Background: an optimization exercise with open tools, aiming at small area. Do not read the settings as production practice.
RTL that was checked went through simulation tests only; none was proved equivalent to the original.
The flow treats the clock pin as an ideal source. Dropping or thinning the clock tree relies on that and would not hold on a real chip.
Power figures rest on the tool's default switching activity, not on a simulated workload.

Setup of exp/xenon:
// uart_tx
module uart_tx(
    input clock, reset, result, compute,
    input [2:0] imgID,
    input [9:0] accuracy,
    input [8:0] bbx1, bby1, bbx2, bby2,
    output tx, txComplete
);
export LEC_CHECK = 0
export CAP_MARGIN = 20
export CORE_MARGIN = 2
export CORE_UTILIZATION = 75
export SLEW_MARGIN = 20
create_clock -name core_clock -period 10.0 [get_ports {clock}]
standard.sh (not shown) runs the stock make flow with config.mk's settings and CLKGATE_MAP_FILE= SYNTH_SCRIPT=/design/flow/synth_recipe.tcl, a recipe that flattens the netlist after the stock synthesis.
==> flow/flow/run.sh <==
#!/bin/bash
# The standard layout (standard.sh) with these changes:
#  - synthesis maps the logic with an area-oriented ABC script (flow/area.abc,
#    which runs &deepsyn for up to 120 s),
#  - the port buffers are the smallest buffer, buf_1,
#  - the clock port drives four clkbuf_8 leaf buffers, one per quadrant of
#    the registers (flow/pre_cts.tcl), instead of TritonCTS's tree.
set -e
W=$PWD
export FLOW_DIR_OWN=$W/flow
export AREA_ABC_SCRIPT=$W/flow/area.abc
export BUFFER_PORTS_ARGS="-buffer_cell sky130_fd_sc_hd__buf_1"
export PRE_CTS_TCL=$W/flow/pre_cts.tcl
bash standard.sh SYNTH_SCRIPT=$W/flow/synth.tcl finish > $W/standard.log 2>&1
==> flow/flow/area.abc <==
strash
&get -n
&fraig -x
&put
scorr
dc2
strash
&get -n
&deepsyn -T 120
&put
strash
&get -n
&dch -f
&nf -R 1000
&put
Other scripts of this flow, unchanged in this note and not shown: flow/flow/leafbuf.tcl, flow/flow/pre_cts.tcl, flow/flow/synth.tcl
The flow did not stop early for exp/xenon: all stages ran, and the layout cleared the timing, design-rule and antenna checks.
What exp/fjord does differently from exp/xenon at the input level:
Settings: a change of CORE_UTILIZATION from 75 to 88.
Results
- exp/fjord never completed, since it errored out during global placement without I/O (3_1_place_gp_skip_io).
- As far as synthesized cell count goes, exp/fjord and exp/xenon are indistinguishable; the numbers are identical.
- exp/xenon -> exp/fjord: fraction of registers with async set/reset delta 0, exact match
- Reported for exp/fjord and exp/xenon, total standard cell area after synthesis turned out identical to the last digit.
- exp/fjord vs. exp/xenon: number of placement rows decreased 4.3%; die boundary width decreased 5.1 um.
What exp/cedar does differently from exp/fjord at the input level:
Settings: changing CORE_UTILIZATION from 88 to 68.
diff --git a/flow/flow/run.sh b/flow/flow/run.sh
--- a/flow/flow/run.sh
+++ b/flow/flow/run.sh
@@ -2,4 +2,3 @@
 # The standard layout (standard.sh) with these changes:
-#  - synthesis maps the logic with an area-oriented ABC script (flow/area.abc,
-#    which runs &deepsyn for up to 120 s),
+#  - synthesis maps the logic with an area-oriented ABC script (flow/area.abc),
 #  - the port buffers are the smallest buffer, buf_1,
==> flow/flow/area.abc <==
strash
&get -n
&fraig -x
&put
scorr
dc2
strash
&get -n
&dch -f
&nf -a -R 1000
&put
[summary]
- exp/cedar did not stop at any stage, and its layout met the timing, design-rule and antenna checks.
- | synthesized cell area | lower: exp/fjord |
- exp/cedar vs. exp/fjord: count of different cell masters after synthesis climbed 15%, total nets after synthesis climbed 6.8%.
In exp/xenon and exp/cedar the design's own scripts or RTL, not TritonCTS, make the clock network.

---

== harbor ==
Another version of the RTL of uart_tx (not shown whole).
Size in the first run: roughly 320 cells after synthesis, ~55 I/O pins, ~3400 um2 of cells after synthesis.
clock: 10.0 ns
lec_check: 0
cap_margin: 20
core_margin: 2
core_utilization: 85
slew_margin: 20
==> flow/flow/run.sh <==
#!/bin/bash
# The standard layout (standard.sh) with three changes:
#  - synthesis maps the logic with an area-oriented ABC script,
#  - the port buffers are the smallest buffer, buf_1,
#  - the clock tree uses clkbuf_8 buffers and no dummy loads.
set -e
W=$PWD
export AREA_ABC_SCRIPT=$W/flow/area.abc
export BUFFER_PORTS_ARGS="-buffer_cell sky130_fd_sc_hd__buf_1"
export CTS_ARGS="-sink_clustering_enable -repair_clock_nets -sink_clustering_size 30 -sink_clustering_max_diameter 100 -buf_list ${CTS_BUFS:-sky130_fd_sc_hd__clkbuf_8} -dont_use_dummy_load"
bash standard.sh SYNTH_SCRIPT=$W/flow/synth.tcl finish > $W/standard.log 2>&1
==> flow/flow/area.abc <==
strash
&get -n
&fraig -x
&put
scorr
dc2
strash
&get -n
&dch -f
&nf -a -R 1000
&put
==> flow/flow/synth.tcl <==
# The standard flow's synthesis script (synth_recipe.tcl), with ABC's mapping script
# replaced by an area-oriented one (flow/area.abc).
proc synth {args} { yosys synth -nofsm -noshare {*}$args }
proc abc {args} {
  set i [lsearch $args -script]
  if {$i >= 0} { lset args [expr {$i+1}] $::env(AREA_ABC_SCRIPT) }
  yosys abc {*}$args
}
source $::env(SCRIPTS_DIR)/synth.tcl
# left out here: clear keep_hierarchy, flatten, clean up, hide names made inside functions, write 1_2_yosys.v
harbor did not finish; a tool error ended it in 5_1_grt.
Edits applied to the flow inputs when going from harbor to lagoon:
Settings: CORE_UTILIZATION changed from 85 to 68.
==> flow/flow/run.sh <==
#!/bin/bash
# The standard layout (standard.sh) with these changes:
#  - synthesis maps the logic with an area-oriented ABC script (flow/area.abc),
#  - the port buffers are the smallest buffer, buf_1,
#  - the clock port drives four clkbuf_8 leaf buffers, one per quadrant of
#    the registers (flow/pre_cts.tcl), instead of TritonCTS's tree.
set -e
W=$PWD
export FLOW_DIR_OWN=$W/flow
export AREA_ABC_SCRIPT=$W/flow/area.abc
export BUFFER_PORTS_ARGS="-buffer_cell sky130_fd_sc_hd__buf_1"
export PRE_CTS_TCL=$W/flow/pre_cts.tcl
bash standard.sh SYNTH_SCRIPT=$W/flow/synth.tcl finish > $W/standard.log 2>&1
==> flow/flow/leafbuf.tcl (new file) <==
proc leaf_split {pts axis parts} {
  if {$parts <= 1} { return [list $pts] }
  set idx [expr {$axis == 0 ? 1 : 2}]
  set pts [lsort -integer -index $idx $pts]
  set h [expr {[llength $pts] / 2}]
  set a [lrange $pts 0 [expr {$h - 1}]]
  set b [lrange $pts $h end]
  set p2 [expr {$parts / 2}]
  return [concat [leaf_split $a [expr {1 - $axis}] $p2] [leaf_split $b [expr {1 - $axis}] $p2]]
}
proc leaf_clock_buffers {portnet bufcell k} {
  set block [ord::get_db_block]
  set clknet [$block findNet $portnet]
  set master [[ord::get_db] findMaster $bufcell]
  set pts {}
  foreach it [$clknet getITerms] {
    set b [[$it getInst] getBBox]
    lappend pts [list $it [expr {([$b xMin] + [$b xMax]) / 2}] [expr {([$b yMin] + [$b yMax]) / 2}]]
  }
  set g 0
  foreach grp [leaf_split $pts 1 $k] {
    set inst [odb::dbInst_create $block $master clkleaf_buf_$g]
    set net [odb::dbNet_create $block clkleaf_net_$g]
    $net setSigType CLOCK
    set sx 0; set sy 0
    foreach p $grp {
      set it [lindex $p 0]
      $it disconnect
      $it connect $net
      set sx [expr {$sx + [lindex $p 1]}]; set sy [expr {$sy + [lindex $p 2]}]
    }
    [$inst findITerm A] connect $clknet
    [$inst findITerm X] connect $net
    $inst setLocation [expr {$sx / [llength $grp]}] [expr {$sy / [llength $grp]}]
    $inst setPlacementStatus PLACED
    incr g
  }
}
==> flow/flow/pre_cts.tcl (new file) <==
# Sourced by ORFS's cts.tcl before its clock tree synthesis: the clock port
# drives four clkbuf_8 leaf buffers, one per quadrant of the registers, and
# TritonCTS is skipped.
source $::env(FLOW_DIR_OWN)/leafbuf.tcl
leaf_clock_buffers clock sky130_fd_sc_hd__clkbuf_8 4
proc clock_tree_synthesis {args} { puts "clock tree built by flow/pre_cts.tcl" }
### Flow results
Looking at the reports, lagoon completed the entire flow and the layout it produced met the timing, design-rule and antenna checks. For last weighted congestion value of the routability-driven placer, dividing the value from lagoon by the value from harbor gives 0.916. X dimension of the die (lower): harbor. Pre-CTS setup slack (higher): lagoon. lagoon vs. harbor: share of the synthesized area in compound gates (AO/OA/AOI/OAI) barely changed; overall die height climbed about 11%; half-perimeter wire length of the detailed placement result dropped 18%; instance area at placement climbed 0.64%. lagoon -> harbor: share of synthesized cell area in full adder, half adder and majority cells delta 0, exact match.
Edits applied to the flow inputs when going from lagoon to quartz:
Settings: swapping 68 for 85 in CORE_UTILIZATION.
==> flow/flow/run.sh <==
#!/bin/bash
# The standard layout (standard.sh) with three changes:
#  - synthesis maps the logic with an area-oriented ABC script,
#  - the port buffers are the smallest buffer, buf_1,
#  - the clock tree uses clkbuf_4 buffers and no dummy loads.
set -e
W=$PWD
export AREA_ABC_SCRIPT=$W/flow/area.abc
export BUFFER_PORTS_ARGS="-buffer_cell sky130_fd_sc_hd__buf_1"
export CTS_ARGS="-sink_clustering_enable -repair_clock_nets -sink_clustering_size 30 -sink_clustering_max_diameter 100 -buf_list ${CTS_BUFS:-sky130_fd_sc_hd__clkbuf_4} -dont_use_dummy_load"
bash standard.sh SYNTH_SCRIPT=$W/flow/synth.tcl finish > $W/standard.log 2>&1
removed: flow/flow/leafbuf.tcl
removed: flow/flow/pre_cts.tcl
Diff lagoon -> quartz: HPWL after detailed placement increased by 1300 um relative to the old numbers, synthesized cell count closely matched the old numbers, horizontal die dimension decreased by 10% relative to the old numbers, total of hold buffers inserted after clock tree synthesis closely matched the old numbers. As far as number of buffers inserted to repair setup after CTS goes, quartz and lagoon are indistinguishable; the numbers are identical. There was hardly any difference in share of synthesized cell area in full adder, half adder and majority cells between quartz and lagoon. Status: quartz FAILED at 5_1_grt (tool error). Comparing lagoon with quartz, the count of flip-flops with a built-in enable after synthesis came out essentially unchanged. On starting utilization of the core area: quartz sits above lagoon. In terms of number of distinct library cells after synthesis, lagoon and quartz differ only marginally. In the reports for quartz and lagoon, the larger area of placed instances belongs to lagoon.
### quartz -> sierra
Settings: a change of CORE_UTILIZATION from 85 to 75.
==> comparison <==
- sierra finished every step from synthesis to the final layout, and the layout passed the timing, design-rule and antenna checks.
- Area after detailed placement on sierra is up relative to quartz.
- Between quartz and sierra, the weighted congestion at the end of routability-driven global placement does not differ in any meaningful way.
- Re horizontal die dimension: sierra is 6.1% up on quartz.
- Taking quartz as the reference, in sierra instance count after placement with tap cells included increased by 2 relative to the old numbers, clock sink count neither gained nor lost much.
- As far as synthesized cell count goes, sierra and quartz are indistinguishable; the numbers are identical.
- Re number of standard-cell rows in the floorplan: quartz was lower than sierra.
- Reported for quartz and sierra, largest buffer count on any clock path turned out identical to the last digit.
The following lists how yarrow was set up differently from sierra:
Settings: CORE_UTILIZATION now 68, was 75.
==> flow/flow/run.sh <==
#!/bin/bash
# The standard layout (standard.sh) with three changes:
#  - synthesis maps the logic with an area-oriented ABC script,
#  - the port buffers are the smallest buffer, buf_1,
#  - the clock tree uses clkbuf_8 buffers and no dummy loads.
set -e
W=$PWD
export AREA_ABC_SCRIPT=$W/flow/area.abc
export BUFFER_PORTS_ARGS="-buffer_cell sky130_fd_sc_hd__buf_1"
export CTS_ARGS="-sink_clustering_enable -repair_clock_nets -sink_clustering_size 30 -sink_clustering_max_diameter 100 -buf_list ${CTS_BUFS:-sky130_fd_sc_hd__clkbuf_8} -dont_use_dummy_load"
bash standard.sh SYNTH_SCRIPT=$W/flow/synth.tcl finish > $W/standard.log 2>&1
Results
Overall via count from detail_route is lower on yarrow
Summary of the comparison: share of total power in combinational logic is lower in yarrow, relative to sierra.
In the reports for yarrow and sierra, the smaller wire length belongs to yarrow.
Of yarrow and sierra, sierra shows the higher HPWL after detailed placement, with yarrow below it.
The setup slack of yarrow is larger than that of sierra.
Diff yarrow and sierra: leakage power total lower in sierra
No functional check of the RTL was part of any run of this note. The clock cells of lagoon come from the design's own scripts or RTL, not from TritonCTS.

---

Another version of the RTL of uart_tx (not shown whole).
Size in the first run: about 380 cells after synthesis, roughly 72 flip-flops, roughly 55 I/O pins, about 4000 sq um of cells after synthesis.
make LEC_CHECK=0 CAP_MARGIN=20 CORE_MARGIN=2 CORE_UTILIZATION=40 SLEW_MARGIN=20 finish   # period 10.0 ns
run.sh (not shown) runs the stock make flow with config.mk's settings and CLKGATE_MAP_FILE= SYNTH_SCRIPT=/design/flow/synth_recipe.tcl, a recipe that flattens the netlist after the stock synthesis.
Stock flow here: none of the scripts above is used.
The first run completed with no timing, DRC or antenna violations.
Rerun with:
==> flow/flow/run.sh (new file) <==
#!/bin/bash
# Standard layout with the smallest port buffers and a lighter clock tree.
export BUFFER_PORTS_ARGS="-buffer_cell sky130_fd_sc_hd__buf_1"
export CTS_ARGS="-sink_clustering_enable -repair_clock_nets -sink_clustering_size 30 -sink_clustering_max_diameter 100 -buf_list sky130_fd_sc_hd__clkbuf_4 -dont_use_dummy_load"
bash standard.sh > standard.log 2>&1
==> flow/standard.sh (new file) <==
#!/bin/bash
# synth_recipe.tcl (not shown) runs the flow's synth.tcl, then flattens the netlist and writes it again
# the make line also repeats each setting of config.mk as NAME=value (left out here)
make -C /OpenROAD-flow-scripts/flow DESIGN_CONFIG=/design/flow/config.mk WORK_HOME=/design/flow/orfs CLKGATE_MAP_FILE= SYNTH_SCRIPT=/design/flow/synth_recipe.tcl "${@:-finish}"
--- a/flow/config.mk
+++ b/flow/config.mk
@@ -7,5 +7,6 @@
 export LEC_CHECK = 0
+export ABC_AREA = 1
 export CAP_MARGIN = 20
 export CORE_MARGIN = 2
-export CORE_UTILIZATION = 40
+export CORE_UTILIZATION = 85
 export SLEW_MARGIN = 20
removed: flow/run.sh
Global-route usage increases by 25 points.
Die area decreases by 50%.
Worst setup slack improved by 920 ps.
Cell area decreases by 10%.
Synthesized area increases by 2.3%.

## static timing again, ports no longer ideal
The results above use ideal ports. As a check the final layouts listed here were re-extracted and re-timed, cells and wires unchanged.
Step 1 (the two cells are an assumption about what drives the block):
set clk [get_ports {clock}]
set_driving_cell -lib_cell sky130_fd_sc_hd__clkbuf_16 $clk
set_driving_cell -lib_cell sky130_fd_sc_hd__buf_2 [delete_from_list [all_inputs] $clk]
Step 2, shift: input delay + t, output delay - t, t = (earliest + latest rising clock arrival at the registers) / 2. This alone moves slack from input paths to output paths.
Three values: ideal, step 1, step 2; two values: the first two.
run | shift t [ns] | setup slack, ns | worst setup path at the end | worst data-port slew with drivers (ns) | cell pins on the clock port's net
exp/xenon | 0.216 | 5.994 / 6.028 / 5.811 | input to register | 0.06 | 4
exp/cedar | 0.217 | 6.227 / 6.227 / 6.227 | register to register | 0.04 | 4
lagoon | 0.215 | 6.135 / 6.135 / 6.117 | input to register | 0.04 | 4
sierra | 0.426 | 6.059 / 6.059 / 5.866 | input to register | 0.04 | 1
yarrow | 0.357 | 6.117 / 6.117 / 6.114 | input to register | 0.03 | 1
the first run of note 3 | 0.392 | 5.315 / 5.315 / 5.315 | register to register | 0.04 | 1
the second run of note 3 | 0.444 | 6.232 / 6.232 / 6.224 | input to register | 0.06 | 1
After both steps setup and hold are still met in every run listed. For sierra, which loses most, drivers alone change the setup slack by 0.000 ns; drivers and shift together by -0.193 ns.
